From an optimization exercise on the open Yosys and OpenROAD flow, aimed at small area and a short achievable clock period; shortcuts taken in it are not production practice.
At most, simulation tests tie the RTL to the original design; equivalence was not proved.
No driver is modelled on the clock port, so clocking that relies on it looks cheaper here than on a real chip.
Power figures rest on the tool's default switching activity, not on a simulated workload.

==> inputs of 11-06 <==
==> flow/design.v <==
module alu (clk, rst, operand_a, operand_b, en, sub, result);
    input clk, rst;
    input [7:0] operand_a, operand_b;
    input en, sub;
    output reg [7:0] result;
    wire [7:0] sum = operand_a + (operand_b ^ {8{sub}}) + {7'd0, sub};
    always @(posedge clk)
        result <= (en & ~rst) ? sum : 8'd0;
endmodule
module reg_mem (addr, data_in, wen, clk, data_out);
    input [4:0] addr;
    input [7:0] data_in;
    input wen;
    input clk;
    output reg [7:0] data_out;
    reg [7:0] mem_array [0:31];
    always @(posedge clk) begin
        if (wen)
            mem_array[addr] <= data_in;
        data_out <= wen ? 8'd0 : mem_array[addr];
    end
endmodule
module CU (clk, rst, instr, result, data_out, operand1, operand_b, store_data,
           alu_en, alu_sub, w_r, regfile_a, regfile_b, regfile_c, regfile_d);
    input clk, rst;
    input [19:0] instr;
    input [7:0] result, data_out;
    output reg [7:0] operand1, operand_b, store_data;
    output reg alu_en, alu_sub, w_r;
    output reg [7:0] regfile_a, regfile_b, regfile_c, regfile_d;
    localparam RESET = 3'd0, DECODE = 3'd1, EXECUTE = 3'd2, MEM_ACCESS = 3'd3, WRITE_BACK = 3'd4;
    reg [2:0] state;
    reg sel1;
    reg [7:0] regfile [0:3];
    wire [1:0] t = instr[19:18];
    wire is_std = (t == 2'b01);
    wire is_store = (t == 2'b11);
    wire in_reset = (state == RESET);
    wire load = (t != 2'b00) & ~in_reset & ~((state == MEM_ACCESS) & is_std);
    wire [1:0] idx1 = is_store ? instr[17:16] : instr[15:14];
    wire [7:0] result2 = sel1 ? result : data_out;
    wire wb = (state == WRITE_BACK) & (t[1] ^ t[0]);
    always @(posedge clk) begin
        if (load) begin
            operand1 <= regfile[idx1];
            operand_b <= is_std ? regfile[instr[13:12]] : instr[11:4];
            store_data <= regfile[instr[15:14]];
            alu_sub <= instr[0];
        end
        if (rst | in_reset) begin
            alu_en <= 1'b0;
            sel1 <= 1'b0;
            w_r <= 1'b0;
        end else if (load) begin
            alu_en <= (instr[3:1] == 3'b000);
            sel1 <= is_std;
            w_r <= is_store;
        end
        if (rst | in_reset) begin
            regfile[0] <= 8'd0;
            regfile[1] <= 8'd1;
            regfile[2] <= 8'd2;
            regfile[3] <= 8'd3;
        end else if (wb)
            regfile[instr[17:16]] <= result2;
        if (rst) begin
            regfile_a <= 8'd0;
            regfile_b <= 8'd0;
            regfile_c <= 8'd0;
            regfile_d <= 8'd0;
        end else if (state == EXECUTE) begin
            regfile_a <= regfile[0];
            regfile_b <= regfile[1];
            regfile_c <= regfile[2];
            regfile_d <= regfile[3];
        end
        if (rst)
            state <= RESET;
        else case (state)
            RESET:      state <= (t == 2'b00) ? RESET : DECODE;
            DECODE:     state <= EXECUTE;
            EXECUTE:    state <= is_std ? WRITE_BACK : MEM_ACCESS;
            MEM_ACCESS: state <= is_store ? DECODE : WRITE_BACK;
            WRITE_BACK: state <= DECODE;
            default:    state <= RESET;
        endcase
    end
endmodule
`timescale 1ns / 1ps
module simple_cpu (clk, rst, instruction, regfile_a, regfile_b, regfile_c, regfile_d);
    input clk, rst;
    input [19:0] instruction;
    output [7:0] regfile_a, regfile_b, regfile_c, regfile_d;
    wire [7:0] operand1, operand_b, store_data, result, data_out;
    wire alu_en, alu_sub, w_r;
    alu alu1 (clk, rst, operand1, operand_b, alu_en, alu_sub, result);
    reg_mem data_memory (result[4:0], store_data, w_r, clk, data_out);
    CU CU1 (clk, rst, instruction, result, data_out, operand1, operand_b, store_data,
            alu_en, alu_sub, w_r, regfile_a, regfile_b, regfile_c, regfile_d);
endmodule
==> flow/run.sh <==
#!/bin/bash
# synth_recipe.tcl (not shown) runs the flow's synth.tcl, then flattens the netlist and writes it again
# the make line also repeats each setting of config.mk as NAME=value (left out here)
make -C /OpenROAD-flow-scripts/flow DESIGN_CONFIG=/design/flow/config.mk WORK_HOME=/design/flow/orfs CLKGATE_MAP_FILE= SYNTH_SCRIPT=/design/flow/synth_recipe.tcl finish
==> flow/config.mk <==
export PLATFORM = sky130hd
export DESIGN_NAME = simple_cpu
export DESIGN_NICKNAME = simple_cpu
export VERILOG_FILES = /design/flow/design.v
export SDC_FILE = /design/flow/constraint.sdc
export NUM_CORES = 4
export LEC_CHECK = 0
export ABC_CLOCK_PERIOD_IN_PS = 1800
export CAP_MARGIN = 20
export CORE_MARGIN = 2
export CORE_UTILIZATION = 70
export SETUP_SLACK_MARGIN = 2.2
export SLEW_MARGIN = 20
==> flow/constraint.sdc <==
create_clock -name core_clock -period 4.0 [get_ports {clk}]
set_input_delay 0.8000 -clock core_clock [delete_from_list [all_inputs] [get_ports {clk}]]
set_output_delay 0.8000 -clock core_clock [all_outputs]
set_load 0.01 [all_outputs]
==> 12-17 (differences from 11-06) <==
--- a/flow/config.mk
+++ b/flow/config.mk
@@ -6,8 +6,6 @@
 export NUM_CORES = 4
 export LEC_CHECK = 0
-export ABC_CLOCK_PERIOD_IN_PS = 1800
 export CAP_MARGIN = 20
 export CORE_MARGIN = 2
-export CORE_UTILIZATION = 70
-export SETUP_SLACK_MARGIN = 2.2
+export CORE_UTILIZATION = 40
 export SLEW_MARGIN = 20
==> 06-28 (differences from 11-06) <==
==> flow/design.v, changed modules only <==
module reg_mem (addr, data_in, wen, clk, data_out);
    input [4:0] addr;
    input [7:0] data_in;
    input wen;
    input clk;
    output reg [7:0] data_out;
    reg [255:0] mem_bits;
    wire [31:0] hit;
    wire [7:0] rd [0:32];
    assign rd[0] = 8'd0;
    genvar k;
    generate
        for (k = 0; k < 32; k = k + 1) begin : word
            assign hit[k] = (addr == k);
            always @(posedge clk)
                if (wen & hit[k])
                    mem_bits[8*k +: 8] <= data_in;
            assign rd[k+1] = rd[k] | ({8{hit[k] & ~wen}} & mem_bits[8*k +: 8]);
        end
    endgenerate
    always @(posedge clk)
        data_out <= rd[32];
endmodule
--- a/flow/config.mk
+++ b/flow/config.mk
@@ -6,8 +6,8 @@
 export NUM_CORES = 4
 export LEC_CHECK = 0
-export ABC_CLOCK_PERIOD_IN_PS = 1800
 export CAP_MARGIN = 20
 export CORE_MARGIN = 2
 export CORE_UTILIZATION = 70
-export SETUP_SLACK_MARGIN = 2.2
+export CTS_BUF_LIST = sky130_fd_sc_hd__clkbuf_8
+export CTS_CLUSTER_SIZE = 30
 export SLEW_MARGIN = 20
==> 03-12 (differences from 11-06) <==
==> flow/design.v, changed modules only <==
module alu (clk, operand_a, operand_b, cin, en, result, next);
    input clk;
    input [7:0] operand_a, operand_b;
    input cin, en;
    output reg [7:0] result;
    output [7:0] next;
    wire [8:0] sum = {operand_a, 1'b1} + {operand_b, cin};
    assign next = en ? sum[8:1] : 8'd0;
    always @(posedge clk)
        result <= next;
endmodule
module reg_mem (addr_next, data_in, wen, clk, data_out);
    input [4:0] addr_next;
    input [7:0] data_in;
    input wen;
    input clk;
    output reg [7:0] data_out;
    reg [255:0] mem_bits;
    reg [3:0] rlo;
    reg [7:0] rhi;
    wire [7:0] rd [0:32];
    assign rd[0] = 8'd0;
    always @(posedge clk) begin
        rlo <= 4'b0001 << addr_next[1:0];
        rhi <= 8'b00000001 << addr_next[4:2];
    end
    genvar k;
    generate
        for (k = 0; k < 32; k = k + 1) begin : word
            wire hit = rlo[k % 4] & rhi[k / 4];
            always @(posedge clk)
                if (wen & hit)
                    mem_bits[8*k +: 8] <= data_in;
            assign rd[k+1] = rd[k] | ({8{hit}} & mem_bits[8*k +: 8]);
        end
    endgenerate
    always @(posedge clk)
        data_out <= wen ? 8'd0 : rd[32];
endmodule
module CU (clk, rst, instr, result, data_out, operand1, operand_b, store_data,
           alu_cin, alu_en, w_r, regfile_a, regfile_b, regfile_c, regfile_d);
    input clk, rst;
    input [19:0] instr;
    input [7:0] result, data_out;
    output reg [7:0] operand1, operand_b, store_data;
    output reg alu_cin, alu_en, w_r;
    output reg [7:0] regfile_a, regfile_b, regfile_c, regfile_d;
    reg s_reset, s_decode, s_execute, s_mem, s_wb;
    reg sel1;
    reg [7:0] regfile [0:3];
    wire [1:0] t = instr[19:18];
    wire is_std = ~t[1] & t[0];
    wire is_load = t[1] & ~t[0];
    wire is_store = t[1] & t[0];
    wire ld_any = ~s_reset;
    wire ld_std = ~s_reset & ~s_mem;
    wire load = t[1] ? ld_any : (t[0] & ld_std);
    wire [7:0] x1 = regfile[instr[17:16]];
    wire [7:0] x2 = regfile[instr[15:14]];
    wire [7:0] x3 = regfile[instr[13:12]];
    wire s_reset_nx = rst | (s_reset & (t == 2'b00));
    wire sel1_nx = s_reset ? 1'b0 : (load ? is_std : sel1);
    wire [7:0] result2 = sel1 ? result : data_out;
    wire wb = s_wb & (is_std | is_load);
    always @(posedge clk) begin
        if (load) begin
            operand1 <= is_store ? x1 : x2;
            operand_b <= (is_std ? x3 : instr[11:4]) ^ {8{instr[0]}};
            store_data <= x2;
            alu_cin <= instr[0];
        end
        sel1 <= sel1_nx;
        if (s_reset)
            alu_en <= 1'b0;
        else if (load)
            alu_en <= (instr[3:1] == 3'b000);
        if (rst | s_reset)
            w_r <= 1'b0;
        else if (load)
            w_r <= is_store;
        if (s_reset) begin
            regfile[0] <= 8'd0;
            regfile[1] <= 8'd1;
            regfile[2] <= 8'd2;
            regfile[3] <= 8'd3;
        end else if (wb)
            regfile[instr[17:16]] <= result2;
        if (rst) begin
            regfile_a <= 8'd0;
            regfile_b <= 8'd0;
            regfile_c <= 8'd0;
            regfile_d <= 8'd0;
        end else if (s_execute) begin
            regfile_a <= regfile[0];
            regfile_b <= regfile[1];
            regfile_c <= regfile[2];
            regfile_d <= regfile[3];
        end
        s_reset <= s_reset_nx;
        s_decode <= ~rst & ((s_reset & (t != 2'b00)) | (s_mem & is_store) | s_wb);
        s_execute <= ~rst & s_decode;
        s_mem <= ~rst & s_execute & ~is_std;
        s_wb <= ~rst & ((s_execute & is_std) | (s_mem & ~is_store));
    end
endmodule
module simple_cpu (clk, rst, instruction, regfile_a, regfile_b, regfile_c, regfile_d);
    input clk, rst;
    input [19:0] instruction;
    output [7:0] regfile_a, regfile_b, regfile_c, regfile_d;
    wire [7:0] operand1, operand_b, store_data, result, result_next, data_out;
    wire alu_cin, alu_en, w_r;
    alu alu1 (clk, operand1, operand_b, alu_cin, alu_en, result, result_next);
    reg_mem data_memory (result_next[4:0], store_data, w_r, clk, data_out);
    CU CU1 (clk, rst, instruction, result, data_out, operand1, operand_b, store_data,
            alu_cin, alu_en, w_r, regfile_a, regfile_b, regfile_c, regfile_d);
endmodule
==> flow/flow/run.sh (new file) <==
#!/bin/bash
# The standard ORFS layout (standard.sh) with:
# - port buffers of buf_2 instead of the resizer's default delay cell;
# - CTS without dummy loads, built from clkbuf_8 in sink clusters of 16;
# - timing repair allowed to change a cell's footprint when sizing;
# - no full/half-adder cell extraction in synthesis (ABC maps the adder).
# Each tool's log stays under orfs/logs; make's own output goes to flow.log.
set -euo pipefail
export BUFFER_PORTS_ARGS="-buffer_cell sky130_fd_sc_hd__buf_2"
export CTS_ARGS="-sink_clustering_enable -repair_clock_nets -dont_use_dummy_load -buf_list sky130_fd_sc_hd__clkbuf_8 -sink_clustering_size 16 -sink_clustering_max_diameter 40"
export POST_CTS_TCL="$PWD/flow/post_cts.tcl"
bash standard.sh MATCH_CELL_FOOTPRINT=0 ADDER_MAP_FILE= finish > flow.log 2>&1
==> flow/flow/post_cts.tcl (new file) <==
# extra setup repair after CTS: more passes, all endpoints
estimate_parasitics -placement
repair_timing -setup -setup_margin 2.3 -repair_tns 100 -max_passes 10000 -verbose
detailed_placement
==> flow/standard.sh (new file) <==
#!/bin/bash
# synth_recipe.tcl (not shown) runs the flow's synth.tcl, then flattens the netlist and writes it again
# the make line also repeats each setting of config.mk as NAME=value (left out here)
make -C /OpenROAD-flow-scripts/flow DESIGN_CONFIG=/design/flow/config.mk WORK_HOME=/design/flow/orfs CLKGATE_MAP_FILE= SYNTH_SCRIPT=/design/flow/synth_recipe.tcl "${@:-finish}"
--- a/flow/config.mk
+++ b/flow/config.mk
@@ -6,5 +6,5 @@
 export NUM_CORES = 4
 export LEC_CHECK = 0
-export ABC_CLOCK_PERIOD_IN_PS = 1800
+export ABC_AREA = 1
 export CAP_MARGIN = 20
 export CORE_MARGIN = 2
@@ -12,2 +12,3 @@
 export SETUP_SLACK_MARGIN = 2.2
 export SLEW_MARGIN = 20
+export TNS_END_PERCENT = 10
removed: flow/run.sh
==> run notes <==
quantity	12-17	06-28	11-06	03-12
Yosys reg bits	367	367	367	381
Most frequent cell after synthesis	sky130_fd_sc_hd__edfxtp_1	sky130_fd_sc_hd__edfxtp_1	sky130_fd_sc_hd__edfxtp_1	sky130_fd_sc_hd__nand2_1
Number of tap instances	468	270	275	280
Proportion of layout cells with a drive suffix above 1	0.110	0.123	0.383	0.136
Status	no timing/DRC/antenna violations	no timing/DRC/antenna violations	no timing/DRC/antenna violations	no timing/DRC/antenna violations
Placement-stage worst setup slack	834 ps	619 ps	793 ps	1380 ps
Final HPWL from detailed placement	24200 um	27200 um	23600 um	27800 um
First-pass iteration count of the detailed router	5	5	6	5
Number of distinct library cell variants in the gate-level netlist after synthesis	50	52	50	31
Global-route met1 utilization	0.270	0.565	0.525	0.528
Worst vdd ir	351 uV	472 uV	358 uV	394 uV
Worst r2r src	alu1.result[3]$_SDFF_PN0_	alu1.result[2]$_SDFF_PN0_	CU1.alu_sub$_DFFE_PP_	data_memory.rhi[1]$_SDFF_PP0_
Power spent charging and discharging nets	1.92 mW	1.90 mW	2.22 mW	1.83 mW
Areal power density over the cells	501 nW/um^2	489 nW/um^2	459 nW/um^2	436 nW/um^2
The RTL of 11-06, 12-17 and 06-28 was laid out without a check of its function.

[port drivers added, routing unchanged]
No port has a modelled driver above. Below, the same layouts with a new extraction and two added sets of constraints.
Step 1, drivers: a clkbuf_16 drives clk and a buf_2 each remaining input, both assumed.
Step 2 adds t to the input delays and takes it off the output delays; t is the mean of the earliest and latest rising clock arrival at the registers after step 1. Input paths then give back, and output paths get back, about the clock's delay inside the block.
Slacks: ideal / step 1 / step 2; pairs: ideal / step 1.
| run | shift t [ns] | setup slack, ns | hold WS [ns] | pins driven straight from the clock port |
|---|---|---|---|---|
| 11-06 | 0.574 | 1.858 / 1.858 / 1.570 | 0.461 / 0.461 / 0.461 | 1 |
| 12-17 | 0.571 | 1.115 / 1.115 / 0.798 | 0.454 / 0.454 / 0.454 | 1 |
| 06-28 | 0.632 | 1.096 / 1.096 / 0.550 | 0.456 / 0.456 / 0.456 | 1 |
| 03-12 | 0.599 | 2.148 / 2.122 / 1.667 | 0.405 / 0.405 / 0.405 | 1 |
After both steps every run listed still meets setup and hold. For 06-28, which loses most, drivers alone change the setup slack by 0.000 ns; drivers and shift together by -0.546 ns.
